This is an optimization exercise on Yosys and OpenROAD, whose aim is small area and a short achievable clock period, not a production implementation. In this exercise RTL edits were held to simulation tests only and were not proved equivalent to the original. No activity file was given, so power comes from the tool's default toggle rates.

`flow/run.sh`:
```
#!/bin/bash
# synth_recipe.tcl (not shown) runs the flow's synth.tcl, then flattens the netlist and writes it again
# the make line also repeats each setting of config.mk as NAME=value (left out here)
make -C /OpenROAD-flow-scripts/flow DESIGN_CONFIG=/design/flow/config.mk WORK_HOME=/design/flow/orfs CLKGATE_MAP_FILE= SYNTH_SCRIPT=/design/flow/synth_recipe.tcl finish
```
`flow/config.mk`:
```
export PLATFORM = sky130hd
export DESIGN_NAME = project3_frame
export DESIGN_NICKNAME = project3_frame
export VERILOG_FILES = /design/flow/design.v
export SDC_FILE = /design/flow/constraint.sdc
export NUM_CORES = 4
export LEC_CHECK = 0
export ABC_AREA = 1
export CAP_MARGIN = 20
export CORE_MARGIN = 2
export CORE_UTILIZATION = 50
export SETUP_SLACK_MARGIN = 4.5
export SLEW_MARGIN = 20
```
`flow/constraint.sdc`:
```
create_clock -name core_clock -period 8.0 [get_ports {CLOCK_50}]
set_input_delay 1.6000 -clock core_clock [delete_from_list [all_inputs] [get_ports {CLOCK_50}]]
set_output_delay 1.6000 -clock core_clock [all_outputs]
set_load 0.01 [all_outputs]
```
`flow/design.v`:
```
module project3_frame(
  input        CLOCK_50,
  input        RESET_N,
  input  [3:0] KEY,
  output [6:0] HEX0,
  output [6:0] HEX1,
  output [9:0] LEDR,
  output [13:0] imem_addr,
  input  [31:0] imem_data,
  output [13:0] dmem_addr,
  output [31:0] dmem_wdata,
  output dmem_we,
  output dmem_re,
  input  [31:0] dmem_rdata
);
  wire clk = CLOCK_50;
  wire reset = !RESET_N;
  reg [31:0] pc;
  reg        take;         
  reg [31:0] tgt;
  reg        ab;           
  reg        fl_v;         
  reg [31:0] fl_inst;
  reg        fl_ab;        
  reg [15:0] fl_oh1, fl_oh2;  
  reg        fl_hitj1, fl_hitj2;  
  reg        fl_hitk1, fl_hitk2;  
  reg        sb;           
  reg        d_isbr, d_isjmp, d_rd, d_wr, d_wreg;
  reg [3:0]  d_wregno;
  reg [31:0] d_r1;         
  reg [31:0] d_b;          
  reg [31:0] d_y;          
  reg        d_sub;
  reg [1:0]  d_ct;         
  reg [3:0]  d_tt;         
  reg        d_ssum, d_scmp, d_sshr, d_sshl, d_sy;
  reg        m_rd, m_wr, m_wreg;
  reg [3:0]  m_wregno;
  reg [31:0] m_alu, m_r2;
  reg        w_hexwe, w_ledwe;
  reg [9:0]  w_data;
  reg [7:0]  hex;
  reg [9:0]  ledr;
  reg [31:0] regs [0:15];
  reg [15:0] rvalid;
  wire [31:0] inst_f = imem_data;
  wire f_isbj = (inst_f[31:29] == 3'b001);
  wire f_isbr = (inst_f[31:28] == 4'b0010);
  wire [31:0] pc_f = take ? tgt : pc;
  wire [31:0] pc4, tgt4;
  genvar gp;
  generate
    for (gp = 0; gp < 32; gp = gp + 1) begin : g_inc
      if (gp < 2) begin : g_lo
        assign pc4[gp] = pc[gp];
        assign tgt4[gp] = tgt[gp];
      end else if (gp == 2) begin : g_b2
        assign pc4[gp] = !pc[gp];
        assign tgt4[gp] = !tgt[gp];
      end else begin : g_hi
        assign pc4[gp] = pc[gp] ^ (&pc[gp-1:2]);
        assign tgt4[gp] = tgt[gp] ^ (&tgt[gp-1:2]);
      end
    end
  endgenerate
  wire [31:0] pcplus = take ? tgt4 : pc4;
  assign imem_addr = pc_f[15:2];
  wire        br_cond;
  wire [31:0] jt;
  wire [31:0] aluout;
  always @(posedge clk or posedge reset) begin
    if (reset) begin
      pc <= 32'h100;
      take <= 1'b0;
      ab <= 1'b0;
      fl_v <= 1'b0;
    end else begin
      if (!ab) pc <= pcplus;
      else pc <= pc_f;
      take <= ab && (d_isjmp || (d_isbr && br_cond));
      if (!ab) begin
        if (f_isbj) ab <= 1'b1;
      end else if (d_isbr || d_isjmp) begin
        ab <= f_isbr;
      end
      fl_v <= !(ab && !f_isbr);
    end
  end
  always @(posedge clk) begin
    tgt <= d_isjmp ? jt : d_y;
    fl_inst <= inst_f;
    fl_ab <= ab;
    fl_oh1 <= 16'd1 << inst_f[7:4];
    fl_oh2 <= 16'd1 << inst_f[3:0];
    fl_hitj1 <= wreg_next && (wregno_d == inst_f[7:4]);
    fl_hitj2 <= wreg_next && (wregno_d == inst_f[3:0]);
    fl_hitk1 <= d_wreg && (d_wregno == inst_f[7:4]);
    fl_hitk2 <= d_wreg && (d_wregno == inst_f[3:0]);
  end
  wire [31:0] inst = fl_inst;
  wire v = fl_v;
  wire [5:0] op1 = inst[31:26];
  wire [7:0] op2 = inst[25:18];
  wire [3:0] rd_f = inst[11:8];
  wire [3:0] rs = inst[7:4];
  wire [3:0] rt = inst[3:0];
  wire is_br_d  = v && (inst[31:28] == 4'b0010);
  wire is_jmp_d = v && (inst[31:28] == 4'b0011);
  wire is_lw_d  = v && (op1 == 6'b010010);
  wire is_sw_d  = v && (op1 == 6'b011010);
  wire alur_d   = !v || (op1 == 6'b000000);
  wire writes_rt = is_lw_d || (v && inst[31]) || is_jmp_d;
  wire wr_reg_d = writes_rt || alur_d;
  wire [3:0] wregno_d = writes_rt ? rt : (v ? rd_f : 4'd0);
  reg useimm_d, sub_d, ssum_d, scmp_d, sshr_d, sshl_d;
  reg [3:0] tt_d;
  always @* begin
    useimm_d = 1'b0;
    sub_d = 1'b0;
    ssum_d = 1'b0;
    scmp_d = 1'b0;
    sshr_d = 1'b0;
    sshl_d = 1'b0;
    tt_d = 4'b0000;
    if (v && op1 == 6'b000000) begin
      case (op2)
        8'b00001000, 8'b00001001, 8'b00001010, 8'b00001011: begin scmp_d = 1'b1; sub_d = 1'b1; end
        8'b00100000:  ssum_d = 1'b1;
        8'b00101000:  begin ssum_d = 1'b1; sub_d = 1'b1; end
        8'b00100100:  tt_d = 4'b1000;
        8'b00100101:   tt_d = 4'b1110;
        8'b00100110:  tt_d = 4'b0110;
        8'b00101100: tt_d = 4'b0111;
        8'b00101101:  tt_d = 4'b0001;
        8'b00101110: tt_d = 4'b1001;
        8'b00110000: sshr_d = 1'b1;
        8'b00110001: sshl_d = 1'b1;
        default: ;
      endcase
    end else if (v) begin
      case (op1)
        6'b010010, 6'b011010, 6'b100000: begin ssum_d = 1'b1; useimm_d = 1'b1; end
        6'b100100: begin tt_d = 4'b1000; useimm_d = 1'b1; end
        6'b100101:  begin tt_d = 4'b1110; useimm_d = 1'b1; end
        6'b100110: begin tt_d = 4'b0110; useimm_d = 1'b1; end
        default: ;
      endcase
      if (inst[31:28] == 4'b0010) sub_d = 1'b1;
    end
  end
  wire sy_d = v && (op1 == 6'b001100);
  wire hitk1 = fl_hitk1;    
  wire hitk2 = fl_hitk2;    
  wire wreg_next = !sb && wr_reg_d;    
  wire [15:0] sel1 = rvalid & fl_oh1 & {16{!hitk1}};
  wire [15:0] sel2 = rvalid & fl_oh2 & {16{!hitk2}};
  reg [31:0] rv1, rv2;
  integer j;
  always @* begin
    rv1 = {32{hitk1}} & m_alu;
    rv2 = {32{hitk2}} & m_alu;
    for (j = 0; j < 16; j = j + 1) begin
      rv1 = rv1 | ({32{sel1[j]}} & regs[j]);
      rv2 = rv2 | ({32{sel2[j]}} & regs[j]);
    end
  end
  wire [31:0] simm_d = {{16{inst[23]}}, inst[23:8]};
  wire useb_imm = useimm_d || is_jmp_d;
  wire [31:0] immx_d = is_jmp_d ? {simm_d[29:0], 2'b00} : simm_d;
  wire [31:0] b_d = useb_imm ? immx_d : (sub_d ? ~rv2 : rv2);
  wire [31:0] pcp_d = fl_ab ? pc4 : pc;
  wire [31:0] bt_d = pcp_d + {simm_d[29:0], 2'b00};
  wire [31:0] y_d = (inst[31:28] == 4'b0010) ? bt_d : pcp_d;
  wire hitj1 = fl_hitj1;    
  wire hitj2 = fl_hitj2;    
  wire [31:0] rv1_rev, alu_rev;
  genvar gr;
  generate
    for (gr = 0; gr < 32; gr = gr + 1) begin : g_rev1
      assign rv1_rev[gr] = rv1[31 - gr];
      assign alu_rev[gr] = aluout[31 - gr];
    end
  endgenerate
  wire [31:0] r1_d = hitj1 ? (sshl_d ? alu_rev : aluout) : (sshl_d ? rv1_rev : rv1);
  wire [31:0] r2_d = hitj2 ? aluout : rv2;
  wire [31:0] bb_d = (hitj2 && !useb_imm) ? (aluout ^ {32{sub_d}}) : b_d;
  always @(posedge clk or posedge reset) begin
    if (reset) begin
      sb <= 1'b0;
      d_isbr <= 1'b0;
      d_isjmp <= 1'b0;
      d_rd <= 1'b0;
      d_wr <= 1'b0;
      d_wreg <= 1'b0;
    end else begin
      d_isbr <= !sb && is_br_d;
      d_isjmp <= !sb && is_jmp_d;
      d_rd <= !sb && is_lw_d;
      d_wr <= !sb && is_sw_d;
      d_wreg <= wreg_next;
      if (!sb) sb <= is_br_d || is_jmp_d;
      else if (d_isbr || d_isjmp) sb <= 1'b0;
    end
  end
  always @(posedge clk) begin
    d_wregno <= wregno_d;
    d_r1 <= r1_d;
    d_b <= bb_d;
    d_y <= is_sw_d ? r2_d : y_d;
    d_sub <= sub_d;
    d_ct <= (inst[31:28] == 4'b0010) ? op1[1:0] : op2[1:0];
    d_tt <= tt_d;
    d_ssum <= ssum_d;
    d_scmp <= scmp_d;
    d_sshr <= sshr_d;
    d_sshl <= sshl_d;
    d_sy <= sy_d;
  end
  wire [31:0] r1 = d_r1;
  wire [31:0] r2 = d_y;                                    
  wire [31:0] b  = d_b;                                    
  wire [32:0] sum_c = {r1, 1'b1} + {b, d_sub};
  wire [31:0] sum = sum_c[32:1];
  wire [31:0] xr = r1 ^ b;
  wire eq = &xr;                                           
  wire lt = {~r1[31], r1[30:0]} < {b[31], ~b[30:0]};    
  reg cmp;
  always @* begin
    case (d_ct)
      2'd0: cmp = eq;
      2'd1: cmp = lt;
      2'd2: cmp = lt | eq;
      default: cmp = !eq;
    endcase
  end
  wire big = |b[31:5];
  wire [31:0] shres_rev;
  wire [31:0] shres = r1 >> b[4:0];
  genvar gs;
  generate
    for (gs = 0; gs < 32; gs = gs + 1) begin : g_rev2
      assign shres_rev[gs] = shres[31 - gs];
    end
  endgenerate
  wire [31:0] shr = big ? 32'd0 : shres;
  wire [31:0] shl = big ? 32'd0 : shres_rev;
  wire [31:0] lut;
  genvar gi;
  generate
    for (gi = 0; gi < 32; gi = gi + 1) begin : g_lut
      assign lut[gi] = d_tt[{r1[gi], b[gi]}];
    end
  endgenerate
  assign aluout = ({32{d_ssum}} & sum) | lut |
                       ({32{d_sshr}} & shr) | ({32{d_sshl}} & shl) |
                       ({32{d_sy}} & d_y) | {31'd0, d_scmp & cmp};
  assign br_cond = cmp;
  assign jt = sum;
  always @(posedge clk or posedge reset) begin
    if (reset) begin
      m_rd <= 1'b0;
      m_wr <= 1'b0;
      m_wreg <= 1'b0;
    end else begin
      m_rd <= d_rd;
      m_wr <= d_wr;
      m_wreg <= d_wreg;
    end
  end
  always @(posedge clk) begin
    m_wregno <= d_wregno;
    m_alu <= aluout;
    m_r2 <= r2;
  end
  assign dmem_addr = m_alu[15:2];
  assign dmem_wdata = m_r2;
  assign dmem_we = m_wr;
  assign dmem_re = m_rd;
  wire io_hi = (m_alu[31:8] == 24'hFFFFF0);
  wire [31:0] rdval = (io_hi && m_alu[7:0] == 8'h80) ? {28'd0, ~KEY} : dmem_rdata;
  wire [31:0] wbval = m_rd ? rdval : m_alu;
  integer k;
  always @(posedge clk) begin
    for (k = 0; k < 16; k = k + 1)
      if (m_wreg && m_wregno == k) regs[k] <= wbval;
  end
  always @(posedge clk or posedge reset) begin
    if (reset) begin
      rvalid <= 16'd0;
      w_hexwe <= 1'b0;
      w_ledwe <= 1'b0;
    end else begin
      if (m_wreg) rvalid[m_wregno] <= 1'b1;
      w_hexwe <= m_wr && io_hi && m_alu[7:0] == 8'h00;
      w_ledwe <= m_wr && io_hi && m_alu[7:0] == 8'h20;
    end
  end
  always @(posedge clk) begin
    w_data <= m_r2[9:0];
  end
  always @(posedge clk or posedge reset) begin
    if (reset) begin
      hex <= 8'hAD;
      ledr <= 10'd0;
    end else begin
      if (w_hexwe) hex <= w_data[7:0];
      if (w_ledwe) ledr <= w_data;
    end
  end
  assign HEX0 = {3'b000, hex[3:0]};
  assign HEX1 = {3'b000, hex[7:4]};
  assign LEDR = ledr;
endmodule
```
==> qor.yml, run 1 <==
finish:
  seqCellArea_mm2: 0.0233
  fill_cells: 8552
  final_cells: 7313
  layout_commonest_cell: "nand2_1"
  fin_nets: 6118
  final_cell_mix: "nand2_1 (1730), nand3_1 (554), edfxtp_1 (512), inv_1 (448), o21ai_0 (293)"
  drive_gt1_share_pct: 12.0
  area_delta_synth_final_pct: 16.0
  multi_input_area_mm2: 0.0221
timing:
  finalCriticalPeriod_ns: 3.63
  setup-tns-final_ns: 0
  slew_violations: 0
  hold_ws_ns: 0.348
  fin_crit_sh_pct: 45.4
  grt_setup_unrepaired: "true"
  fin_skew_ns: 0.0485
  hold_viol_final: 0
  slew_headroom_pct: 4.77
  timing.final.ws_setup_ns: 4.37
  fmax_ghz: 0.276
  finalSetupViolCount: 0
  tightest_slew_ns: 1.43
floorplanning:
  start_util_pct: 50.2
  die_h_um: 312
  rows: 113
  die_w_um: 312
  dieArea_mm2: 0.0974
  num_io_pins: 156
  core_mm2: 0.0946
global_routing:
  antenna_found_initial: 3
  grt_usage_pct: 44.1
  grt_pass1_vias: 42100
  overflow: 0
  grt_pass1_wl_mm: 306
  grt_max_degree: 66
detailed_routing:
  drcViolationCount: 0
  ant_nets: 0
  finalWirelength_mm: 221
  wl_per_cell_um: 30.2
  first_pass_iters: 6
  vias_per_cell: 6.33
  vias: 46300
  dr.first_iter.drc_count: 6719
clock_tree:
  path_clk_slew_ns: 0.06
  worstSkewPairLatency_ns: 0.72
  cts_tree: "built"
  cts_buffers: 96
  clk_path_buf_depth: 3
  cts_htree_levels: 3
  cts_root_buffer: "clkbuf_16"
  cts_hold_buf: 0
  clkSinkCount: 886
synth:
  synth.mux.area_fraction_pct: 0.469
  synth_top_cell_by_area: "edfxtp_1"
  yosys.area_share.adder_pct: 2.19
  async_flop_share_pct: 9.03
  synthTopCellsByArea: "edfxtp_1 (32%), nand2_1 (14%), dfxtp_1 (12%), nand3_1 (6.1%), dfrtp_1 (3.9%)"
  synth.distinct_cells: 74
  yosys.area_share.simple_pct: 27.1
  syn-mean-instance-area_um2: 8.13
  ys_seq_area_share_pct: 49.0
  synth_edf_count: 512
  synth-xor-area-share_pct: 1.11
  syn_inst: 5837
  ys_warn_count: 2
  synth_top_family_by_area: "simple AND/OR/NAND/NOR gates"
  yosys.area.top_type_share_pct: 32.4
  synth_compound_area_share_pct: 12.8
  synth_area_mm2: 0.0475
  ys_seq_elements: 886
  ys.flop_type: "edfxtp_1"
place:
  gp_congestion: 1.07
  hpwlAfterDp_mm: 149
  port_buffers: 149
  pre_cts_slack_ns: 3.42
  dp.cells: 7069
power:
  leakage_uw: 0.0224
  vdd_ir_drop_max_mv: 0.206
  p_per_area_mw_per_mm2: 339
setup_path:
  critPathKind: "flip-flop to output pin"
  path_buf_inv: 6
  worstPathMaxFanout: 5
  path_cells: "buf_12, clkinvlp_4, buf_4, buf_6, or2_4, o21ai_2, inv_1, buf_2"
  worstPathArrival_ns: 2.03
  critPathRequiredTime_ns: 6.40
  slowest_delay_ns: 0.39
  end_kind: "output pin"
  critPathTopFamily: "buffers and inverters"
  r2r_slack_ns: 4.41
  start_kind: "flip-flop"
  critPathSlowestCell: "dfrtp_2"
flow_run:
  maxCapViolations: 0
run_status:
  status: "finished clean"
worst_hold_path:
  hold_class: "flip-flop to flip-flop"
## cell type report
type                            count  area share (%)
Timing Repair Buffer              325            5.35
Clock buffer                      129            4.84
Multi-Input combinational cell   4150            40.1
Tap cell                         1265            2.87
Timing Repair inverter              1          0.0136
Inverter                          506            3.53
Clock inverter                     48            1.01
Sequential cell                   886            42.3
Antenna cell                        3          0.0136
## routing by layer
metal  wire [um]  track usage, %  share of wire (%)  vias up
li1            -               -                  -    20200
met1       78500            55.3                 36    21800
met2       94100            65.9                 43     3479
met3       27100            9.85                 12      886
met4       21300            34.6                9.6        4
met5         104           0.629              0.047        -
## metrics by stage
stage,utilization [%],instance area (um^2),total power [uW]
3_5_place_dp,53.0,50100,13200
6_report,58.2,55100,18700
4_1_cts,57.1,54000,17900
5_1_grt,58.2,55000,19300
3_3_place_gp,53.0,50100,13200
2_1_floorplan,-,47500,10200
## sequential cells by signal, summed over array words and instances, names as in the netlist, 16 cells and up, named ones only
register / cells
d_b: 32
d_r1: 32
d_y: 32
fl_inst: 28
fl_oh1: 16
fl_oh2: 16
m_alu: 32
m_r2: 32
pc: 32
regs: 512
rvalid: 16
tgt: 32
## Yosys cell counts (43+ instances only)
| master | count |
|---|---|
| buf_2 | 83 |
| nand3_1 | 578 |
| o22ai_1 | 67 |
| o211ai_1 | 57 |
| nand2_1 | 1750 |
| dfxtp_1 | 294 |
| inv_1 | 455 |
| a21oi_1 | 219 |
| nor2_1 | 316 |
| clkbuf_1 | 125 |
| nand4_1 | 143 |
| edfxtp_1 | 512 |
| o21ai_0 | 342 |
| ha_1 | 80 |
| buf_4 | 50 |
| dfrtp_1 | 74 |
| inv_2 | 43 |
| nor3_1 | 53 |
| o21ai_1 | 78 |
| a211oi_1 | 52 |
## worst register-to-register path, delay by kind of cell (launching register included)
family          cells  cell delay [ns]
buf+inv             5             1.55
compound gates      3             0.59
simple gates        5             1.03
flops               1             0.31
## cells by family after synthesis
group | after synthesis
XOR/XNOR | 60
buffers and inverters | 808
flip-flops | 886
AO/OA/AOI/OAI | 1011
multiplexers | 20
AND/OR/NAND/NOR | 2969
adder cells (fa/ha/maj) | 82
other | 1
## power breakdown
group / total (uW) / leakage [uW] / switching (uW) / internal (uW)
logic: 7060 / 0.0127 / 4910 / 2150
clock network: 4580 / 0.00157 / 1970 / 2620
registers: 7030 / 0.00815 / 1150 / 5870
## what timing repair did
item / in CTS / in global routing
cloned: 5 / 1
gates resized for setup: 167 / 206
pin swaps: 27 / 53
setup endpoints to repair: 104 / 79
setup buffers: 31 / 27
## worst paths after layout
| check | from | end | depth (start not counted) |
|---|---|---|---|
| min in group asynchronous | RESET_N | ledr[8] | 1 |
| hold / removal | d_rd | m_rd | 0 |
| max in group asynchronous | RESET_N | m_rd | 2 |
| hold reg to reg | d_rd | m_rd | 0 |
| setup reg to reg | fl_hitk2 | d_y[19] | 13 |
| setup / recovery | take | imem_addr[9] | 8 |
==> inputs of run 2 (changes only) <==
--- a/flow/config.mk
+++ b/flow/config.mk
@@ -5,9 +5,10 @@
 export SDC_FILE = /design/flow/constraint.sdc
 export NUM_CORES = 4
 export LEC_CHECK = 0
-export ABC_AREA = 1
 export CAP_MARGIN = 20
 export CORE_MARGIN = 2
 export CORE_UTILIZATION = 50
+export CTS_CLUSTER_DIAMETER = 100
+export CTS_CLUSTER_SIZE = 22
 export SETUP_SLACK_MARGIN = 4.5
 export SLEW_MARGIN = 20
==> qor.yml, run 2 <==
setup_path:
  r2r_cells: 19  # was 13
  reg2reg_to: "d_y[29]"  # was d_y[19]
  worstPathArrival_ns: 4.50  # was 2.03 ns
  path_cells: "ha_2, and3_4, nand4_1, buf_4, nor2_4, nand2_2, nor2_2, ha_1, nand2_1, xnor2_2, ha_1, and4_4, nand3_2, or4_4, nand2_4, o41ai_4, o21ai_1, xnor2_1, o221ai_1"  # was buf_12, clkinvlp_4, buf_4, buf_6, or2_4, o21ai_2, inv_1, buf_2
  critPathTopFamily: "simple AND/OR/NAND/NOR gates"  # was buffers and inverters
  crit_top_cell: "ha_1"
  worstPathMaxFanout: 4  # was 5
  critPathSlowestCell: "or4_4"  # was dfrtp_2
  end_kind: "flip-flop"  # was output pin
  critPathKind: "flip-flop to flip-flop"  # was flip-flop to output pin
  rr_startpoint: "pc[2]"  # was fl_hitk2
  slowest_delay_ns: 0.55  # was 0.39 ns
  path_buf_inv: 1  # was 6
  start_kind: "flip-flop"  # unchanged
  r2r_slack_ns: 3.98  # was 4.41 ns
  critPathRequiredTime_ns: 8.48  # was 6.40 ns
finish:
  largest_register_ffs: 512  # unchanged
  drive_gt1_share_pct: 15.5  # was 12.0%
  final_cell_mix: "edfxtp_1 (512), nand2_1 (333), a22oi_1 (277), dfxtp_1 (265), nor2_1 (223)"  # was nand2_1 (1730), nand3_1 (554), edfxtp_1 (512), inv_1 (448), o21ai_0 (293)
  fill_cells: 7316  # was 8552
  fin_nets: 4199  # was 6118
  layout_commonest_cell: "edfxtp_1"  # was nand2_1
  top_register: "regs"  # unchanged
  final_util_pct: 57.1  # was 58.2%
  area_delta_synth_final_pct: 12.8  # was 16.0%
clock_tree:
  cts_hold_buf: 0  # unchanged
  cts_root_buffer: "clkbuf_16"  # unchanged
  clk_path_buf_depth: 3  # unchanged
  worstSkewPairLatency_ns: 0.67  # was 0.72 ns
  cts_htree_levels: 2  # was 3
  clkSinkCount: 886  # unchanged
  path_clk_slew_ns: 0.10  # was 0.06 ns
  cts_tree: "built"  # unchanged
  cts_buffers: 47  # was 96
place:
  gp_congestion: 1.07  # about the same
  hpwlAfterDp_mm: 124  # was 149 mm
  port_buffers: 149  # unchanged
synth:
  async_flop_share_pct: 9.03  # unchanged
  ys_warn_count: 2  # unchanged
  netlist_top_cells_count: "edfxtp_1 (512), nand2_1 (341), dfxtp_1 (294)"  # was nand2_1 (1750), nand3_1 (578), edfxtp_1 (512)
  ys_seq_elements: 886  # unchanged
  synth.most_common_cell: "edfxtp_1"  # was nand2_1
  synth.distinct_cells: 97  # was 74
  synthTopCellsByArea: "edfxtp_1 (35%), dfxtp_1 (13%), a22oi_1 (4.7%), dfrtp_1 (4.2%), nand2_1 (2.9%)"  # was edfxtp_1 (32%), nand2_1 (14%), dfxtp_1 (12%), nand3_1 (6.1%), dfrtp_1 (3.9%)
  synth_top_cell_by_area: "edfxtp_1"  # unchanged
  syn-mean-instance-area_um2: 11.0  # was 8.13 um^2
  yosys.area.top_type_share_pct: 35.0  # was 32.4%
  synth_area_mm2: 0.0440  # was 0.0475 mm^2
  synth_edf_count: 512  # unchanged
  syn_inst: 3994  # was 5837
  ys.flop_type: "edfxtp_1"  # unchanged
  ys_seq_area_share_pct: 52.9  # was 49.0%
detailed_routing:
  wl_per_cell_um: 36.8  # was 30.2 um
  ant_nets: 0  # unchanged
  vias: 37600  # was 46.3k
  first_pass_iters: 14  # was 6
  vias_per_cell: 7.18  # was 6.33
  dr.first_iter.drc_count: 6561  # was 6719
  drcViolationCount: 0  # unchanged
  finalWirelength_mm: 193  # was 221 mm
global_routing:
  grt_pass1_wl_mm: 265  # was 306 mm
  overflow: 0  # unchanged
  antenna_found_initial: 3  # unchanged
  grt_max_degree: 49  # was 66
  grt_pass1_vias: 35100  # was 42.1k
  grtUsageMet3_pct: 10.7  # was 9.85%
  grt-busiest-layer: "met2"  # unchanged
  met2_usage_pct: 62.8  # was 65.9%
  grtUsageMet1_pct: 52.5  # was 55.3%
  grt_usage_pct: 41.5  # was 44.1%
worst_hold_path:
  hold_class: "flip-flop to flip-flop"  # unchanged
  min_to: "w_data[9]"  # was m_rd
  holdPathStages: 0  # unchanged
  hp-start: "m_r2[9]"  # was d_rd
timing:
  fmax_ghz: 0.249  # was 0.276 GHz
  finalCriticalPeriod_ns: 4.02  # was 3.63 ns
  slew_headroom_pct: 18.2  # was 4.77%
  setup-tns-final_ns: 0  # unchanged
  fin_crit_sh_pct: 50.2  # was 45.4%
  tightest_slew_ns: 1.22  # was 1.43 ns
  grt_setup_unrepaired: "true"  # unchanged
  finalSetupViolCount: 0  # unchanged
  fin_skew_ns: 0.0554  # was 0.0485 ns
  hold_viol_final: 0  # unchanged
  slew_violations: 0  # unchanged
power:
  leakage_uw: 0.0179  # was 0.0224 uW
  vdd_ir_drop_max_mv: 0.235  # was 0.206 mV
  p_per_area_mw_per_mm2: 334  # was 339 mW/mm^2
run_status:
  status: "finished clean"  # unchanged
floorplanning:
  rows: 108  # was 113
  die_h_um: 301  # was 312 um
  start_util_pct: 50.6  # was 50.2%
  die_w_um: 301  # was 312 um
  core_mm2: 0.0869  # was 0.0946 mm^2
  num_io_pins: 156  # unchanged
  dieArea_mm2: 0.0903  # was 0.0974 mm^2
flow_run:
  maxCapViolations: 0  # unchanged
## run 2: logic make-up after synthesis
logic type | share of synthesized area (%)
buf+inv | 4.06
flops | 52.9
simple gates | 12.2
compound gates | 19.4
mux | 5.36
other cells | 0.00853
xor+xnor | 3.67
fa+ha+maj | 2.37
## run 2: per-stage QoR
step                std cells  hold WS, ns  cell area [um^2]  setup WS (ns)  total power, uW
floorplan                3999        0.331             44000           4.43            10400
detailed placement       5069        0.336             46300           3.66            13000
global placement         5069        0.336             46300           3.72            13000
global route             5240        0.370             49600           3.83            17100
finish                   5241        0.359             49600           3.98            16600
CTS                      5201        0.363             48800           4.14            16000
## run 2: final cells by class
| type | instances | area [um^2] | share of cell area, % |
|---|---|---|---|
| sequential | 886 | 23300 | 47.0 |
| multi-input combinational | 2692 | 20000 | 40.3 |
| timing repair buffer | 323 | 3020 | 6.09 |
| tap | 1155 | 1450 | 2.91 |
| clock buffer | 80 | 1320 | 2.67 |
| inverter | 97 | 384 | 0.774 |
| clock inverter | 7 | 103 | 0.207 |
| antenna | 1 | 2.50 | 0.00504 |
## run 2: how the worst max path moves through the flow
| stage | start | endpoint | depth (start not counted) |
|---|---|---|---|
| global route | pc[2] | d_y[29] | 19 |
| finish | pc[2] | d_y[29] | 19 |
| global placement | d_b[0] | d_b[16] | 12 |
| detailed placement | d_b[0] | d_b[16] | 12 |
| floorplan | pc[2] | d_y[29] | 17 |
| CTS | pc[2] | d_y[29] | 16 |
## run 2: report_power, final
group | leakage [uW] | switching, uW | internal, uW
combinational | 0.00904 | 4290 | 2640
clock | 0.000682 | 1560 | 1180
sequential | 0.00815 | 1140 | 5790
## run 2: routing by layer
metal	part of all wire (%)	wire, um
met5	0.010	20
met4	8.3	16100
met3	13	25400
met2	43	83300
met1	35	68100
## run 2: timing repair
action / 4_1_cts / 5_1_grt
cloned: 3 / 0
buffers inserted: 42 / 35
pin swaps: 28 / 43
gates resized for setup: 184 / 112
setup endpoints to repair: 186 / 134
==> inputs of run 3 (changes only) <==
--- a/flow/design.v
+++ b/flow/design.v
@@ -18,6 +18,7 @@
   reg [31:0] pc;
   reg        take;         
   reg [31:0] tgt;
+  reg [13:0] ia;           
   reg        ab;           
   reg        fl_v;         
   reg [31:0] fl_inst;
@@ -65,20 +66,24 @@
     end
   endgenerate
   wire [31:0] pcplus = take ? tgt4 : pc4;
-  assign imem_addr = pc_f[15:2];
+  assign imem_addr = ia;
   wire        br_cond;
   wire [31:0] jt;
   wire [31:0] aluout;
+  wire        take_next = ab && (d_isjmp || (d_isbr && br_cond));
+  wire [31:0] tgt_next = d_isjmp ? jt : d_y;
+  wire [31:0] pc_next = ab ? pc_f : pcplus;
   always @(posedge clk or posedge reset) begin
     if (reset) begin
       pc <= 32'h100;
       take <= 1'b0;
+      ia <= 32'h100 >> 2;
       ab <= 1'b0;
       fl_v <= 1'b0;
     end else begin
-      if (!ab) pc <= pcplus;
-      else pc <= pc_f;
-      take <= ab && (d_isjmp || (d_isbr && br_cond));
+      pc <= pc_next;
+      take <= take_next;
+      ia <= take_next ? tgt_next[15:2] : pc_next[15:2];
       if (!ab) begin
         if (f_isbj) ab <= 1'b1;
       end else if (d_isbr || d_isjmp) begin
@@ -88,7 +93,7 @@
     end
   end
   always @(posedge clk) begin
-    tgt <= d_isjmp ? jt : d_y;
+    tgt <= tgt_next;
     fl_inst <= inst_f;
     fl_ab <= ab;
     fl_oh1 <= 16'd1 << inst_f[7:4];
==> qor.yml, run 3 <==
run_status:
  status: "finished clean"  # unchanged
floorplanning:
  die_w_um: 302  # was 301 um
  start_util_pct: 50.4  # was 50.6%
  die_h_um: 302  # was 301 um
  core_mm2: 0.0882  # was 0.0869 mm^2
  rows: 109  # was 108
  num_io_pins: 156  # unchanged
  dieArea_mm2: 0.0913  # was 0.0903 mm^2
synth:
  ys.flop_type: "edfxtp_1"  # unchanged
  syn_inst: 4009  # was 3994
  synth_top_cell_by_area: "edfxtp_1"  # unchanged
  yosys.area.top_type_share_pct: 34.6  # was 35.0%
  synth_edf_count: 512  # unchanged
  ys_warn_count: 2  # unchanged
  ys_seq_elements: 900  # was 886
  syn-mean-instance-area_um2: 11.1  # was 11.0 um^2
  async_flop_share_pct: 10.4  # was 9.03%
  ys_seq_area_share_pct: 53.2  # was 52.9%
  synth_area_mm2: 0.0444  # was 0.0440 mm^2
  synthTopCellsByArea: "edfxtp_1 (35%), dfxtp_1 (13%), a22oi_1 (5.0%), dfrtp_1 (4.9%), nand2_1 (2.7%)"  # was edfxtp_1 (35%), dfxtp_1 (13%), a22oi_1 (4.7%), dfrtp_1 (4.2%), nand2_1 (2.9%)
  netlist_top_cells_count: "edfxtp_1 (512), nand2_1 (319), a22oi_1 (298)"  # was edfxtp_1 (512), nand2_1 (341), dfxtp_1 (294)
  synth.most_common_cell: "edfxtp_1"  # unchanged
  synth.distinct_cells: 95  # was 97
detailed_routing:
  first_pass_iters: 10  # was 14
  drcViolationCount: 0  # unchanged
  dr.first_iter.drc_count: 6495  # was 6561
  wl_per_cell_um: 37.3  # was 36.8 um
  finalWirelength_mm: 196  # was 193 mm
  vias: 38000  # was 37.6k
  ant_nets: 0  # unchanged
  vias_per_cell: 7.23  # was 7.18
setup_path:
  critPathRequiredTime_ns: 8.54  # was 8.48 ns
  crit_end: "ia[13]"  # was d_y[29]
  worstPathArrival_ns: 4.53  # was 4.50 ns
  r2r_slack_ns: 4.01  # was 3.98 ns
  worstPathMaxFanout: 4  # unchanged
  critPathKind: "flip-flop to flip-flop"  # unchanged
  startpoint: "pc[3]"  # was pc[2]
  r2r_cells: 27  # was 19
  rr_startpoint: "pc[3]"  # was pc[2]
  start_kind: "flip-flop"  # unchanged
  end_kind: "flip-flop"  # unchanged
  reg2reg_to: "ia[13]"  # was d_y[29]
timing:
  tightest_slew_ns: 1.18  # was 1.22 ns
  hold_ws_ns: 0.345  # was 0.359 ns
  setup-tns-final_ns: 0  # unchanged
  fin_skew_ns: 0.0468  # was 0.0554 ns
  finalSetupViolCount: 0  # unchanged
  grt_setup_unrepaired: "true"  # unchanged
  fin_crit_sh_pct: 49.8  # was 50.2%
  slew_headroom_pct: 20.4  # was 18.2%
  fmax_ghz: 0.251  # was 0.249 GHz
  hold_viol_final: 0  # unchanged
  slew_violations: 0  # unchanged
  finalCriticalPeriod_ns: 3.99  # was 4.02 ns
power:
  leakage_uw: 0.0180  # was 0.0179 uW
  p_per_area_mw_per_mm2: 325  # was 334 mW/mm^2
  vdd_ir_drop_max_mv: 0.202  # was 0.235 mV
global_routing:
  grt_pass1_vias: 35300  # was 35.1k
  overflow: 0  # unchanged
  grt_max_degree: 56  # was 49
  antenna_found_initial: 5  # was 3
  grt_usage_pct: 41.8  # was 41.5%
  grt_pass1_wl_mm: 270  # was 265 mm
finish:
  top_register: "regs"  # unchanged
  antenna_cells: 0  # was 1
  layout_commonest_cell: "edfxtp_1"  # unchanged
  area_delta_synth_final_pct: 13.2  # was 12.8%
  drive_gt1_share_pct: 15.6  # was 15.5%
  fin_nets: 4205  # was 4199
  largest_register_ffs: 512  # unchanged
  fill_cells: 7496  # was 7316
  final_cell_mix: "edfxtp_1 (512), nand2_1 (314), a22oi_1 (295), dfxtp_1 (263), nor2_1 (238)"  # was edfxtp_1 (512), nand2_1 (333), a22oi_1 (277), dfxtp_1 (265), nor2_1 (223)
clock_tree:
  cts_hold_buf: 0  # unchanged
  cts_tree: "built"  # unchanged
  cts_htree_levels: 2  # unchanged
  worstSkewPairLatency_ns: 0.67  # about the same
  clkSinkCount: 900  # was 886
  cts_buffers: 47  # unchanged
  cts_root_buffer: "clkbuf_16"  # unchanged
  clk_path_buf_depth: 3  # unchanged
  path_clk_slew_ns: 0.09  # was 0.10 ns
flow_run:
  maxCapViolations: 0  # unchanged
worst_hold_path:
  hold_class: "flip-flop to flip-flop"  # unchanged
place:
  port_buffers: 149  # unchanged
  gp_congestion: 1.09  # was 1.07
  hpwlAfterDp_mm: 123  # was 124 mm
==> run 3: cell count changes after synthesis, sizes merged, moves of 13 or more <==
cell,change
o21ai,-25
nand2,-23
a22oi,+20
buf,-16
nor2,+16
clkbuf,+15
dfrtp,+13
==> run 3: worst max-delay path, cell delays in order (launching register included) <==
cell and delay (ns):
dfrtp_1 0.37, ha_2 0.18, and3_4 0.19, and4_4 0.25, nand4_1 0.13, buf_4 0.18, buf_6 0.10, buf_6 0.10
buf_6 0.10, buf_6 0.10, buf_6 0.10, buf_6 0.10, buf_6 0.10, buf_6 0.11, buf_6 0.10, buf_6 0.10
buf_6 0.10, buf_6 0.10, buf_6 0.11, buf_6 0.11, buf_6 0.11, buf_6 0.11, nor2_4 0.10, and2_4 0.18
nand2_2 0.06, xor2_1 0.14, mux2i_1 0.11, mux2_4 0.29
==> run 3: how the worst min path moves through the flow <==
stage | startpoint | endpoint | cells after the start
CTS | d_rd | m_rd | 0
floorplan | d_rd | m_rd | 0
detailed placement | d_wr | m_wr | 0
finish | d_rd | m_rd | 0
global placement | m_r2[9] | w_data[9] | 0
global route | d_rd | m_rd | 0
==> run 3: cell families (layout without fill, tap and decap cells) <==
| family | count (synthesis) | after routing | synth area share (%) |
|---|---|---|---|
| compound gates | 1143 | 1143 | 19.1 |
| simple gates | 1101 | 1101 | 12.0 |
| flops | 900 | 900 | 53.2 |
| buf+inv | 416 | 493 | 3.77 |
| mux | 184 | 184 | 5.99 |
| xor+xnor | 182 | 182 | 3.59 |
| fa+ha+maj | 82 | 82 | 2.34 |
| other cells | 1 | 6 | 0.00844 |
==> run 3: cell type report <==
| type | instances | area (um^2) | area share (%) |
|---|---|---|---|
| Multi-Input combinational cell | 2698 | 20400 | 40.6 |
| Timing Repair Buffer | 312 | 2940 | 5.84 |
| Inverter | 93 | 364 | 0.724 |
| Timing Repair inverter | 1 | 5.00 | 0.00995 |
| Tap cell | 1165 | 1460 | 2.90 |
| Clock buffer | 82 | 1330 | 2.64 |
| Clock inverter | 5 | 105 | 0.209 |
| Sequential cell | 900 | 23700 | 47.1 |
==> run 3: routing by layer <==
metal	GRT usage [%]	share of wire [%]	up-vias
met4	27.0	8.0	6
met2	62.4	43	3090
met5	0.466	0.019	-
li1	-	-	15600
met1	54.0	36	18600
met3	11.1	13	760
==> run 3: per-stage QoR <==
step                instances  util, %  worst slack (ns)  cell area (um^2)  total power [uW]
detailed placement       5095     53.2              3.51             46900             12800
finish                   5256     57.0              4.01             50300             16400
global route             5256     57.0              3.87             50300             16800
CTS                      5224     55.9              4.00             49400             15800
floorplan                4014        -              4.39             44500             10200
global placement         5095     53.2              3.59             46900             12800
==> run 3: report_power, final <==
part	switching, uW	leakage [uW]	internal [uW]
combinational	4130	0.00907	2530
clock	1580	0.000678	1190
sequential	1120	0.00829	5800
total	6840	0.0180	9510
==> run 3: repair_timing <==
action	4_1_cts	5_1_grt
pin swaps	29	56
buffers inserted	40	29
gates cloned	2	2
endpoints found under the setup margin	194	154
resized for setup	149	124
==> inputs of run 4 (changes only) <==
--- a/flow/design.v
+++ b/flow/design.v
@@ -18,12 +18,10 @@
   reg [31:0] pc;
   reg        take;         
   reg [31:0] tgt;
-  reg [13:0] ia;           
   reg        ab;           
   reg        fl_v;         
   reg [31:0] fl_inst;
   reg        fl_ab;        
-  reg [15:0] fl_oh1, fl_oh2;  
   reg        fl_hitj1, fl_hitj2;  
   reg        fl_hitk1, fl_hitk2;  
   reg        sb;           
@@ -66,7 +64,7 @@
     end
   endgenerate
   wire [31:0] pcplus = take ? tgt4 : pc4;
-  assign imem_addr = ia;
+  assign imem_addr = pc_f[15:2];
   wire        br_cond;
   wire [31:0] jt;
   wire [31:0] aluout;
@@ -77,13 +75,11 @@
     if (reset) begin
       pc <= 32'h100;
       take <= 1'b0;
-      ia <= 32'h100 >> 2;
       ab <= 1'b0;
       fl_v <= 1'b0;
     end else begin
       pc <= pc_next;
       take <= take_next;
-      ia <= take_next ? tgt_next[15:2] : pc_next[15:2];
       if (!ab) begin
         if (f_isbj) ab <= 1'b1;
       end else if (d_isbr || d_isjmp) begin
@@ -96,8 +92,6 @@
     tgt <= tgt_next;
     fl_inst <= inst_f;
     fl_ab <= ab;
-    fl_oh1 <= 16'd1 << inst_f[7:4];
-    fl_oh2 <= 16'd1 << inst_f[3:0];
     fl_hitj1 <= wreg_next && (wregno_d == inst_f[7:4]);
     fl_hitj2 <= wreg_next && (wregno_d == inst_f[3:0]);
     fl_hitk1 <= d_wreg && (d_wregno == inst_f[7:4]);
@@ -158,8 +152,8 @@
   wire hitk1 = fl_hitk1;    
   wire hitk2 = fl_hitk2;    
   wire wreg_next = !sb && wr_reg_d;    
-  wire [15:0] sel1 = rvalid & fl_oh1 & {16{!hitk1}};
-  wire [15:0] sel2 = rvalid & fl_oh2 & {16{!hitk2}};
+  wire [15:0] sel1 = rvalid & (16'd1 << rs) & {16{!hitk1}};
+  wire [15:0] sel2 = rvalid & (16'd1 << rt) & {16{!hitk2}};
   reg [31:0] rv1, rv2;
   integer j;
   always @* begin
@@ -175,7 +169,8 @@
   wire [31:0] immx_d = is_jmp_d ? {simm_d[29:0], 2'b00} : simm_d;
   wire [31:0] b_d = useb_imm ? immx_d : (sub_d ? ~rv2 : rv2);
   wire [31:0] pcp_d = fl_ab ? pc4 : pc;
-  wire [31:0] bt_d = pcp_d + {simm_d[29:0], 2'b00};
+  wire [30:0] bt_sum = {pc[31:2], 1'b1} + {simm_d[29:0], fl_ab};
+  wire [31:0] bt_d = {bt_sum[30:1], pc[1:0]};
   wire [31:0] y_d = (inst[31:28] == 4'b0010) ? bt_d : pcp_d;
   wire hitj1 = fl_hitj1;    
   wire hitj2 = fl_hitj2;    
==> qor.yml, run 4 <==
worst_hold_path:
  min_to: "m_wr"  # was m_rd
  hp-start: "d_wr"  # was d_rd
  hold_class: "flip-flop to flip-flop"  # unchanged
  holdPathStages: 0  # unchanged
synth:
  syn_inst: 3799  # was 4009
  async_flop_share_pct: 9.32  # was 10.4%
  synth.most_common_cell: "edfxtp_1"  # unchanged
  synth_top_cell_by_area: "edfxtp_1"  # unchanged
  netlist_top_cells_count: "edfxtp_1 (512), nand2_1 (328), dfxtp_1 (266)"  # was edfxtp_1 (512), nand2_1 (319), a22oi_1 (298)
  synth_edf_count: 512  # unchanged
  synth_area_mm2: 0.0425  # was 0.0444 mm^2
  ys_seq_area_share_pct: 53.5  # was 53.2%
  ys_seq_elements: 858  # was 900
  synth.distinct_cells: 90  # was 95
  yosys.area.top_type_share_pct: 36.2  # was 34.6%
  ys_warn_count: 2  # unchanged
  syn-mean-instance-area_um2: 11.2  # was 11.1 um^2
  synthTopCellsByArea: "edfxtp_1 (36%), dfxtp_1 (13%), a22oi_1 (4.6%), dfrtp_1 (4.4%), a221oi_1 (3.2%)"  # was edfxtp_1 (35%), dfxtp_1 (13%), a22oi_1 (5.0%), dfrtp_1 (4.9%), nand2_1 (2.7%)
  ys.flop_type: "edfxtp_1"  # unchanged
detailed_routing:
  dr.first_iter.drc_count: 6630  # was 6495
  wl_per_cell_um: 38.2  # was 37.3 um
  ant_nets: 0  # unchanged
  drcViolationCount: 0  # unchanged
  vias_per_cell: 7.33  # was 7.23
  first_pass_iters: 10  # unchanged
  vias: 36900  # was 38.0k
  finalWirelength_mm: 193  # was 196 mm
floorplanning:
  die_h_um: 295  # was 302 um
  start_util_pct: 50.6  # was 50.4%
  dieArea_mm2: 0.0873  # was 0.0913 mm^2
  num_io_pins: 156  # unchanged
  die_w_um: 295  # was 302 um
  core_mm2: 0.0840  # was 0.0882 mm^2
  rows: 106  # was 109
run_status:
  status: "finished clean"  # unchanged
timing:
  fmax_ghz: 0.278  # was 0.251 GHz
  grt_setup_unrepaired: "true"  # unchanged
  finalSetupViolCount: 0  # unchanged
  tightest_slew_ns: 1.23  # was 1.18 ns
  setup-tns-final_ns: 0  # unchanged
  hold_viol_final: 0  # unchanged
  fin_skew_ns: 0.0466  # was 0.0468 ns
  fin_crit_sh_pct: 44.9  # was 49.8%
  slew_headroom_pct: 18.2  # was 20.4%
  finalCriticalPeriod_ns: 3.59  # was 3.99 ns
  slew_violations: 0  # unchanged
finish:
  final_cells: 5038  # was 5256
  drive_gt1_share_pct: 13.4  # was 15.6%
  largest_register_ffs: 512  # unchanged
  layout_commonest_cell: "edfxtp_1"  # unchanged
  fin_nets: 4010  # was 4205
  final_cell_mix: "edfxtp_1 (512), nand2_1 (328), a22oi_1 (260), dfxtp_1 (239), nor2_1 (199)"  # was edfxtp_1 (512), nand2_1 (314), a22oi_1 (295), dfxtp_1 (263), nor2_1 (238)
  top_register: "regs"  # unchanged
  fill_cells: 7003  # was 7496
  area_delta_synth_final_pct: 12.9  # was 13.2%
setup_path:
  rr_startpoint: "fl_inst[8]"  # was pc[3]
  slowest_delay_ns: 0.60  # was 0.37 ns
  critPathSlowestCell: "a2111oi_1"  # was dfrtp_1
  r2r_cells: 11  # was 27
  critPathKind: "flip-flop to flip-flop"  # unchanged
  reg2reg_to: "d_y[30]"  # was ia[13]
  start_kind: "flip-flop"  # unchanged
  end_kind: "flip-flop"  # unchanged
  critPathRequiredTime_ns: 8.50  # was 8.54 ns
  worstPathMaxFanout: 5  # was 4
  path_cells: "ha_1, a21o_1, a21oi_1, o21a_1, o211a_1, nor2_1, a2111oi_1, o2bb2ai_1, mux2_2, a311oi_2, o21ai_0"
  worstPathArrival_ns: 4.09  # was 4.53 ns
  r2r_slack_ns: 4.41  # was 4.01 ns
global_routing:
  overflow: 0  # unchanged
  grt_pass1_wl_mm: 265  # was 270 mm
  grt_usage_pct: 43.2  # was 41.8%
  antenna_found_initial: 13  # was 5
  grt_pass1_vias: 35100  # was 35.3k
  grt_max_degree: 50  # was 56
flow_run:
  maxCapViolations: 0  # unchanged
clock_tree:
  cts_root_buffer: "clkbuf_16"  # unchanged
  worstSkewPairLatency_ns: 0.67  # about the same
  cts_buffers: 47  # unchanged
  clkSinkCount: 858  # was 900
  path_clk_slew_ns: 0.09  # about the same
  cts_tree: "built"  # unchanged
  cts_htree_levels: 2  # unchanged
  clk_path_buf_depth: 3  # unchanged
place:
  dp.cells: 4885  # was 5095
  gp_congestion: 1.07  # was 1.09
  port_buffers: 149  # unchanged
  hpwlAfterDp_mm: 122  # was 123 mm
power:
  vdd_ir_drop_max_mv: 0.221  # was 0.202 mV
  p_per_area_mw_per_mm2: 328  # was 325 mW/mm^2
  leakage_uw: 0.0171  # was 0.0180 uW
==> run 4: cell type report <==
| type | count | area (um^2) | share of cell area, % |
|---|---|---|---|
| sequential | 858 | 22800 | 47.4 |
| multi-input combinational | 2547 | 19000 | 39.6 |
| timing repair buffer | 304 | 2930 | 6.10 |
| tap | 1134 | 1420 | 2.96 |
| clock buffer | 78 | 1320 | 2.76 |
| inverter | 100 | 389 | 0.811 |
| clock inverter | 10 | 134 | 0.279 |
| antenna | 7 | 17.5 | 0.0365 |
==> run 4: stage by stage <==
stage               hold WS (ns)  area (um^2)  utilization, %  worst slack (ns)  total power, uW
finish                     0.327        48000            57.1              4.41            15800
global route               0.352        48000            57.1              4.35            16200
CTS                        0.340        47300            56.4              4.45            15200
detailed placement         0.340        45000            53.6              2.77            12300
global placement           0.337        44900            53.5              2.32            12200
floorplan                  0.331        42500               -              4.64             9770
==> run 4: timing repair <==
item / in CTS / in global routing
gates cloned: 2 / 1
pin swaps: 21 / 19
buffers inserted: 25 / 29
resized for setup: 155 / 87
setup endpoints to repair: 200 / 117
hold buffers: 0 / 0
==> run 4: logic make-up (layout without fill, tap and decap cells) <==
| logic type | count (synthesis) | in the layout | share of synthesized area, % |
|---|---|---|---|
| other cells | 1 | 13 | 0.00883 |
| fa+ha+maj | 82 | 82 | 2.45 |
| flops | 858 | 858 | 53.5 |
| buf+inv | 399 | 492 | 3.95 |
| xor+xnor | 187 | 187 | 3.86 |
| simple gates | 982 | 982 | 11.0 |
| mux | 166 | 166 | 5.52 |
| compound gates | 1124 | 1124 | 19.8 |
==> run 4: metal layers <==
metal,wire [um],global-route usage [%],up-vias
li1,-,-,14900
met1,65800,51.9,17900
met2,83200,65.2,3198
met3,25700,13.6,891
met4,17900,32.6,12
met5,93,0.443,-
==> run 4: worst max path at each step <==
stage / to / start
final: d_y[30] / fl_inst[8]
after CTS: d_b[14] / d_b[0]
after floorplan: d_r1[20] / d_b[0]
after detailed placement: d_b[14] / d_b[0]
after global routing: d_y[30] / fl_inst[8]
after global placement: d_b[23] / d_b[0]
==> run 4: worst max-delay path, delay by kind of cell (launching register included) <==
kind	cells	cell delay, ns
AOI/OAI and AO/OA	8	2.12
adders and majority gates	1	0.31
DFF	1	0.58
and+or+nand+nor	1	0.14
muxes	1	0.31
==> run 4: power breakdown <==
part	switching [uW]	total, uW	leakage, uW	internal [uW]
Combinational	3970	6370	0.00854	2410
Clock	1540	2710	0.000695	1170
Sequential	1080	6670	0.00787	5590
==> inputs of run 5 (changes only) <==
--- a/flow/config.mk
+++ b/flow/config.mk
@@ -10,5 +10,5 @@
 export CORE_UTILIZATION = 50
 export CTS_CLUSTER_DIAMETER = 100
 export CTS_CLUSTER_SIZE = 22
-export SETUP_SLACK_MARGIN = 4.5
+export SETUP_SLACK_MARGIN = 5.0
 export SLEW_MARGIN = 20
==> qor.yml, run 5 <==
finish:
  final_cell_mix: "edfxtp_1 (512), nand2_1 (305), a22oi_1 (259), dfxtp_1 (207), nor2_1 (187)"  # was edfxtp_1 (512), nand2_1 (328), a22oi_1 (260), dfxtp_1 (239), nor2_1 (199)
  drive_gt1_share_pct: 23.6  # was 13.4%
  top_register: "regs"  # unchanged
  area_delta_synth_final_pct: 21.1  # was 12.9%
  fin_nets: 4146  # was 4010
  fill_cells: 6701  # was 7003
  largest_register_ffs: 512  # unchanged
  layout_commonest_cell: "edfxtp_1"  # unchanged
setup_path:
  critPathTopFamily: "compound AO/OA/AOI/OAI gates"  # unchanged
  start_kind: "flip-flop"  # unchanged
  path_cells: "buf_6, buf_16, mux4_2, mux2_4, nand2_2, o21ai_2, a22o_4, a221oi_4, o311ai_4, o211ai_1, o211ai_1"  # was ha_1, a21o_1, a21oi_1, o21a_1, o211a_1, nor2_1, a2111oi_1, o2bb2ai_1, mux2_2, a311oi_2, o21ai_0
  critPathKind: "flip-flop to flip-flop"  # unchanged
  critPathSlowestCell: "o211ai_1"  # was a2111oi_1
  worstPathArrival_ns: 3.99  # was 4.09 ns
  end_kind: "flip-flop"  # unchanged
  r2r_slack_ns: 4.51  # was 4.41 ns
  critPathRequiredTime_ns: 8.50  # about the same
  path_buf_inv: 2  # was 0
  slowest_delay_ns: 0.66  # was 0.60 ns
  crit_top_cell: "o211ai_1"
  worstPathMaxFanout: 7  # was 5
synth:
  synth.distinct_cells: 90  # unchanged
  synthTopCellsByArea: "edfxtp_1 (36%), dfxtp_1 (13%), a22oi_1 (4.6%), dfrtp_1 (4.4%), a221oi_1 (3.2%)"  # unchanged
  synth_top_cell_by_area: "edfxtp_1"  # unchanged
  synth_area_mm2: 0.0425  # unchanged
  syn-mean-instance-area_um2: 11.2  # unchanged
  ys_warn_count: 2  # unchanged
  yosys.area.top_type_share_pct: 36.2  # unchanged
  syn_inst: 3799  # unchanged
  synth_edf_count: 512  # unchanged
  ys_seq_elements: 858  # unchanged
  netlist_top_cells_count: "edfxtp_1 (512), nand2_1 (328), dfxtp_1 (266)"  # unchanged
  async_flop_share_pct: 9.32  # unchanged
  ys.flop_type: "edfxtp_1"  # unchanged
  ys_seq_area_share_pct: 53.5  # unchanged
  synth.most_common_cell: "edfxtp_1"  # unchanged
clock_tree:
  cts_buffers: 48  # was 47
  clk_path_buf_depth: 3  # unchanged
  cts_root_buffer: "clkbuf_16"  # unchanged
  cts_tree: "built"  # unchanged
  cts_hold_buf: 0  # unchanged
  path_clk_slew_ns: 0.09  # about the same
  worstSkewPairLatency_ns: 0.68  # was 0.67 ns
  cts_htree_levels: 2  # unchanged
  clkSinkCount: 858  # unchanged
floorplanning:
  core_mm2: 0.0840  # unchanged
  dieArea_mm2: 0.0873  # unchanged
  num_io_pins: 156  # unchanged
  rows: 106  # unchanged
  start_util_pct: 50.6  # unchanged
  die_w_um: 295  # unchanged
  die_h_um: 295  # unchanged
detailed_routing:
  dr.first_iter.drc_count: 6535  # was 6630
  vias_per_cell: 7.37  # was 7.33
  first_pass_iters: 8  # was 10
  vias: 38100  # was 36.9k
  drcViolationCount: 0  # unchanged
  finalWirelength_mm: 199  # was 193 mm
  ant_nets: 0  # unchanged
  wl_per_cell_um: 38.5  # was 38.2 um
power:
  combinationalPowerShare_pct: 45.5  # was 40.4%
  switching_power_uw: 7260  # was 6590 uW
  p_per_area_mw_per_mm2: 336  # was 328 mW/mm^2
  vdd_ir_drop_max_mv: 0.228  # was 0.221 mV
  leakage_uw: 0.0186  # was 0.0171 uW
  clkPwrFrac_pct: 15.8  # was 17.2%
  p_int_uw: 10000  # was 9170 uW
  swShare_pct: 42.0  # was 41.8%
  p_seq_share_pct: 38.8  # was 42.3%
timing:
  hold_viol_final: 0  # unchanged
  finalCriticalPeriod_ns: 3.49  # was 3.59 ns
  finalSetupViolCount: 0  # unchanged
  fin_skew_ns: 0.0507  # was 0.0466 ns
  setup-tns-final_ns: 0  # unchanged
  grt_setup_unrepaired: "true"  # unchanged
  slew_headroom_pct: 11.7  # was 18.2%
  timing.final.ws_setup_ns: 4.51  # was 4.41 ns
  fmax_ghz: 0.286  # was 0.278 GHz
  slew_violations: 0  # unchanged
  tightest_slew_ns: 1.32  # was 1.23 ns
  fin_crit_sh_pct: 43.7  # was 44.9%
run_status:
  status: "finished clean"  # unchanged
global_routing:
  overflow: 0  # unchanged
  grt_pass1_vias: 36300  # was 35.1k
  grt_usage_pct: 44.5  # was 43.2%
  grt_pass1_wl_mm: 273  # was 265 mm
  antenna_found_initial: 16  # was 13
  grt_max_degree: 49  # was 50
worst_hold_path:
  hold_class: "flip-flop to flip-flop"  # unchanged
place:
  port_buffers: 149  # unchanged
  gp_congestion: 1.04  # was 1.07
  pre_cts_slack_ns: 2.97  # was 2.77 ns
  hpwlAfterDp_mm: 126  # was 122 mm
flow_run:
  maxCapViolations: 0  # unchanged
-- run 5: cell counts after synthesis --
No cell type changed its count.
-- run 5: logic make-up (layout without fill, tap and decap cells) --
group,count (synthesis),after routing,synth area share [%]
AND/OR/NAND/NOR,982,982,11.0
XOR/XNOR,187,187,3.86
other,1,10,0.00883
AO/OA/AOI/OAI,1124,1124,19.8
adder cells (fa/ha/maj),82,82,2.45
multiplexers,166,166,5.52
buffers and inverters,399,628,3.95
flip-flops,858,858,53.5
-- run 5: power groups by stage --
stage               clock network (uW)  registers [uW]  logic (uW)
finish                            2730            6710        7870
detailed placement                   0            6670        5710
global placement                     0            6650        5710
CTS                               2730            6630        7020
global route                      2880            6740        8110
floorplan                            0            6190        3600
-- run 5: what timing repair did --
| action | in CTS | in global routing |
|---|---|---|
| setup endpoints to repair | 752 | 561 |
| hold endpoints to repair | 0 | 0 |
| gates cloned | 11 | 1 |
| resized for setup | 721 | 190 |
| setup buffers | 127 | 55 |
| pin swaps | 139 | 98 |
-- run 5: metrics by stage --
step | utilization [%] | area [um^2] | total power, uW | cells | hold WS (ns)
2_1_floorplan | - | 42600 | 9790 | 3804 | 0.331
3_3_place_gp | 53.6 | 45000 | 12400 | 4883 | 0.338
3_5_place_dp | 53.6 | 45000 | 12400 | 4884 | 0.342
4_1_cts | 59.7 | 50100 | 16400 | 5111 | 0.356
5_1_grt | 61.3 | 51400 | 17700 | 5167 | 0.365
6_report | 61.3 | 51500 | 17300 | 5171 | 0.352
-- run 5: cell type report --
class	instances	area, um^2	share of cell area (%)
inverter	100	408	0.793
multi-input combinational	2547	20900	40.6
timing repair buffer	439	4420	8.59
clock inverter	12	159	0.309
clock buffer	77	1310	2.55
tap	1134	1420	2.76
sequential	858	22900	44.4
antenna	4	10.0	0.0195
-- run 5: path summary, 6_finish.rpt --
| kind | start | to | cells past startpoint |
|---|---|---|---|
| worst min register to register | m_r2[7] | w_data[7] | 0 |
| worst max-delay path | d_b[0] | d_y[24] | 11 |
| max in group asynchronous | RESET_N | m_rd | 2 |
| worst max register to register | d_b[0] | d_y[24] | 11 |
| worst min-delay path | m_r2[7] | w_data[7] | 0 |
| min in group asynchronous | RESET_N | rvalid[7] | 1 |
-- run 5: metal layers --
metal	track usage (%)	share of wire (%)	vias up
li1	-	-	15200
met1	52.4	33	18400
met2	67.6	43	3503
met3	15.0	14	1041
met4	33.5	9.5	18
met5	0.499	0.054	-
==> inputs of run 6 (changes only) <==
--- a/flow/config.mk
+++ b/flow/config.mk
@@ -10,5 +10,5 @@
 export CORE_UTILIZATION = 50
 export CTS_CLUSTER_DIAMETER = 100
 export CTS_CLUSTER_SIZE = 22
-export SETUP_SLACK_MARGIN = 5.0
+export SETUP_SLACK_MARGIN = 4.0
 export SLEW_MARGIN = 20
==> qor.yml, run 6 <==
run_status:
  status: "finished clean"  # unchanged
synth:
  synth_area_mm2: 0.0425  # unchanged
  ys_seq_area_share_pct: 53.5  # unchanged
  synth_top_cell_by_area: "edfxtp_1"  # unchanged
  syn-mean-instance-area_um2: 11.2  # unchanged
  synth.distinct_cells: 90  # unchanged
  netlist_top_cells_count: "edfxtp_1 (512), nand2_1 (328), dfxtp_1 (266)"  # unchanged
  ys_warn_count: 2  # unchanged
  syn_inst: 3799  # unchanged
  async_flop_share_pct: 9.32  # unchanged
  synth.most_common_cell: "edfxtp_1"  # unchanged
  ys.flop_type: "edfxtp_1"  # unchanged
  yosys.area.top_type_share_pct: 36.2  # unchanged
  synthTopCellsByArea: "edfxtp_1 (36%), dfxtp_1 (13%), a22oi_1 (4.6%), dfrtp_1 (4.4%), a221oi_1 (3.2%)"  # unchanged
  ys_seq_elements: 858  # unchanged
  synth_edf_count: 512  # unchanged
global_routing:
  grt_pass1_wl_mm: 263  # was 273 mm
  antenna_found_initial: 18  # was 16
  grt_max_degree: 76  # was 49
  overflow: 0  # unchanged
  grt_pass1_vias: 34700  # was 36.3k
  grt_usage_pct: 43.0  # was 44.5%
setup_path:
  worstPathMaxFanout: 36  # was 7
  rr_startpoint: "fl_hitk2"  # was d_b[0]
  path_buf_inv: 2  # unchanged
  reg2reg_to: "d_y[3]"  # was d_y[24]
  critPathTopFamily: "simple AND/OR/NAND/NOR gates"  # was compound AO/OA/AOI/OAI gates
  cp.depth: 8  # was 11
  crit_top_cell: "buf_4"  # was o211ai_1
  critPathRequiredTime_ns: 8.47  # was 8.50 ns
  critPathSlowestCell: "and3_2"  # was o211ai_1
  worstPathArrival_ns: 4.57  # was 3.99 ns
  startpoint: "fl_hitk2"  # was d_b[0]
  r2r_slack_ns: 3.90  # was 4.51 ns
  end_kind: "flip-flop"  # unchanged
  path_cells: "buf_4, nor3b_1, and3_2, buf_4, a222oi_1, nand4_1, o22ai_1, o21ai_0"  # was buf_6, buf_16, mux4_2, mux2_4, nand2_2, o21ai_2, a22o_4, a221oi_4, o311ai_4, o211ai_1, o211ai_1
  start_kind: "flip-flop"  # unchanged
  r2r_cells: 8  # was 11
  critPathKind: "flip-flop to flip-flop"  # unchanged
  crit_end: "d_y[3]"  # was d_y[24]
  slowest_delay_ns: 0.72  # was 0.66 ns
detailed_routing:
  vias_per_cell: 7.33  # was 7.37
  drcViolationCount: 0  # unchanged
  ant_nets: 0  # unchanged
  vias: 36600  # was 38.1k
  finalWirelength_mm: 192  # was 199 mm
  wl_per_cell_um: 38.4  # was 38.5 um
  dr.first_iter.drc_count: 6487  # was 6535
  first_pass_iters: 7  # was 8
power:
  vdd_ir_drop_max_mv: 0.236  # was 0.228 mV
  leakage_uw: 0.0166  # was 0.0186 uW
  p_per_area_mw_per_mm2: 329  # was 336 mW/mm^2
flow_run:
  maxCapViolations: 0  # unchanged
finish:
  seqCellArea_mm2: 0.0227  # was 0.0229 mm^2
  area_delta_synth_final_pct: 9.82  # was 21.1%
  fin_nets: 3961  # was 4146
  final_cell_mix: "edfxtp_1 (512), nand2_1 (328), a22oi_1 (260), dfxtp_1 (252), nor2_1 (202)"  # was edfxtp_1 (512), nand2_1 (305), a22oi_1 (259), dfxtp_1 (207), nor2_1 (187)
  largest_register_ffs: 512  # unchanged
  drive_gt1_share_pct: 9.82  # was 23.6%
  fill_cells: 7118  # was 6701
  layout_commonest_cell: "edfxtp_1"  # unchanged
  top_register: "regs"  # unchanged
  multi_input_area_mm2: 0.0183  # was 0.0209 mm^2
timing:
  hold_viol_final: 0  # unchanged
  fin_crit_sh_pct: 51.3  # was 43.7%
  finalSetupViolCount: 0  # unchanged
  tightest_slew_ns: 1.20  # was 1.32 ns
  slew_violations: 0  # unchanged
  slew_headroom_pct: 20.3  # was 11.7%
  setup-tns-final_ns: 0  # unchanged
  hold_ws_ns: 0.336  # was 0.352 ns
  fin_skew_ns: 0.0389  # was 0.0507 ns
  finalCriticalPeriod_ns: 4.10  # was 3.49 ns
  grt_setup_unrepaired: "true"  # unchanged
  timing.final.ws_setup_ns: 3.90  # was 4.51 ns
  fmax_ghz: 0.244  # was 0.286 GHz
floorplanning:
  die_h_um: 295  # unchanged
  dieArea_mm2: 0.0873  # unchanged
  core_mm2: 0.0840  # unchanged
  die_w_um: 295  # unchanged
  num_io_pins: 156  # unchanged
  start_util_pct: 50.6  # unchanged
  rows: 106  # unchanged
clock_tree:
  cts_root_buffer: "clkbuf_16"  # unchanged
  cts_hold_buf: 0  # unchanged
  cts_buffers: 47  # was 48
  cts_tree: "built"  # unchanged
  path_clk_slew_ns: 0.09  # about the same
  clk_path_buf_depth: 3  # unchanged
  cts_htree_levels: 2  # unchanged
  worstSkewPairLatency_ns: 0.69  # was 0.68 ns
  clkSinkCount: 858  # unchanged
worst_hold_path:
  hold_class: "flip-flop to flip-flop"  # unchanged
place:
  pre_cts_slack_ns: 3.10  # was 2.97 ns
  hpwlAfterDp_mm: 123  # was 126 mm
  port_buffers: 149  # unchanged
  gp_congestion: 1.09  # was 1.04
==> run 6: changes by cell type in the layout (fill, tap and decap cells not counted), moves of 21 or more <==
cell and delta:
dfxtp_4 -23, dlygate4sd2_1 -58, o21ai_2 -27, clkdlybuf4s50_1 +80, o21ai_0 +56, dfxtp_1 +45
dfxtp_2 -22, ha_1 +30, ha_4 -22, nand2_1 +23, buf_4 -71, buf_6 -93
a21oi_1 +34, nand2_2 -21
==> run 6: routing by layer <==
metal / wire [um] / track usage [%] / vias to the layer above / part of all wire [%]
li1: - / - / 14800 / -
met1: 65400 / 51.8 / 17700 / 34
met2: 83400 / 65.1 / 3211 / 43
met3: 26700 / 13.8 / 851 / 14
met4: 16100 / 30.7 / 24 / 8.4
met5: 166 / 0 / - / 0.087
==> run 6: cell families after synthesis <==
kind of cell | after synthesis | share of synthesized area [%]
other | 1 | 0.00883
muxes | 166 | 5.52
adders and majority gates | 82 | 2.45
DFF | 858 | 53.5
AOI/OAI and AO/OA | 1124 | 19.8
xor gates and xnor gates | 187 | 3.86
buffers and inverters | 399 | 3.95
and+or+nand+nor | 982 | 11.0
==> run 6: worst min-delay path by stage <==
stage	start	to	slack (ns)	cells past startpoint
after floorplan	d_rd	m_rd	0.33	0
after global placement	m_r2[6]	w_data[6]	0.34	0
after detailed placement	d_rd	m_rd	0.34	0
after CTS	d_rd	m_rd	0.34	0
after global routing	d_rd	m_rd	0.36	0
final	d_rd	m_rd	0.34	0
==> run 6: cell type report <==
type / count / share of cell area, %
Clock inverter: 8 / 0.271
Antenna cell: 4 / 0.0215
Multi-Input combinational cell: 2547 / 39.3
Clock buffer: 80 / 2.85
Inverter: 100 / 0.813
Tap cell: 1134 / 3.04
Timing Repair Buffer: 255 / 4.98
Sequential cell: 858 / 48.7
==> run 6: repair_timing <==
| item | CTS | global route |
|---|---|---|
| resized for setup | 22 | 16 |
| setup endpoints to repair | 98 | 59 |
| pin swaps | 1 | 3 |
| setup buffers | 2 | 9 |
==> run 6: power by group <==
group	total [uW]	switching, uW	internal, uW	leakage [uW]
combinational	5880	3730	2150	0.00804
clock	2740	1570	1170	0.000694
sequential	6720	1130	5590	0.00787
total	15300	6430	8910	0.0166
==> run 6: stage by stage <==
stage | total power (uW) | utilization, % | cell area (um^2) | cells
3_5_place_dp | 12300 | 53.5 | 44900 | 4881
3_3_place_gp | 12300 | 53.5 | 44900 | 4881
5_1_grt | 15800 | 55.6 | 46600 | 4982
4_1_cts | 15000 | 55.4 | 46500 | 4971
2_1_floorplan | 9770 | - | 42500 | 3804
6_report | 15300 | 55.6 | 46700 | 4986
==> run 6: worst reg2reg max path, stage by stage (launching register included) <==
cell and delay [ns]:
dfxtp_2 0.32, buf_4 0.32, nor3b_1 0.55, and3_2 0.72, buf_4 0.55, a222oi_1 0.20
nand4_1 0.37, o22ai_1 0.21, o21ai_0 0.67

[re-timing with driven ports]
Ports are ideal in the flow. The routed layouts listed here were re-timed in OpenROAD. Step 1 (the two cells are an assumption about what drives the block):
set clk [get_ports {CLOCK_50}]
set_driving_cell -lib_cell sky130_fd_sc_hd__clkbuf_16 $clk
set_driving_cell -lib_cell sky130_fd_sc_hd__buf_2 [delete_from_list [all_inputs] $clk]
Step 2 adds t to the input delays and takes it off the output delays; t is the mean of the earliest and latest rising clock arrival at the registers after step 1. Input paths then give back, and output paths get back, about the clock's delay inside the block. Three values: ideal, step 1, step 2; two values: the first two.
run | shift t [ns] | slack for setup (ns) | worst setup path after step 2 | cell pins on the clock port's net
run 1 | 0.772 | 4.371 / 4.295 / 4.414 | register to register | 1
run 2 | 0.720 | 3.985 / 3.985 / 3.985 | register to register | 1
run 3 | 0.715 | 4.013 / 4.013 / 4.013 | register to register | 1
run 4 | 0.716 | 4.407 / 4.407 / 4.407 | register to register | 1
run 5 | 0.728 | 4.506 / 4.475 / 4.297 | input to register | 1
run 6 | 0.728 | 3.899 / 3.899 / 3.899 | register to register | 1
After both steps setup and hold are still met in every run listed. For run 5, which loses most, drivers alone change the setup slack by -0.031 ns; drivers and shift together by -0.209 ns.
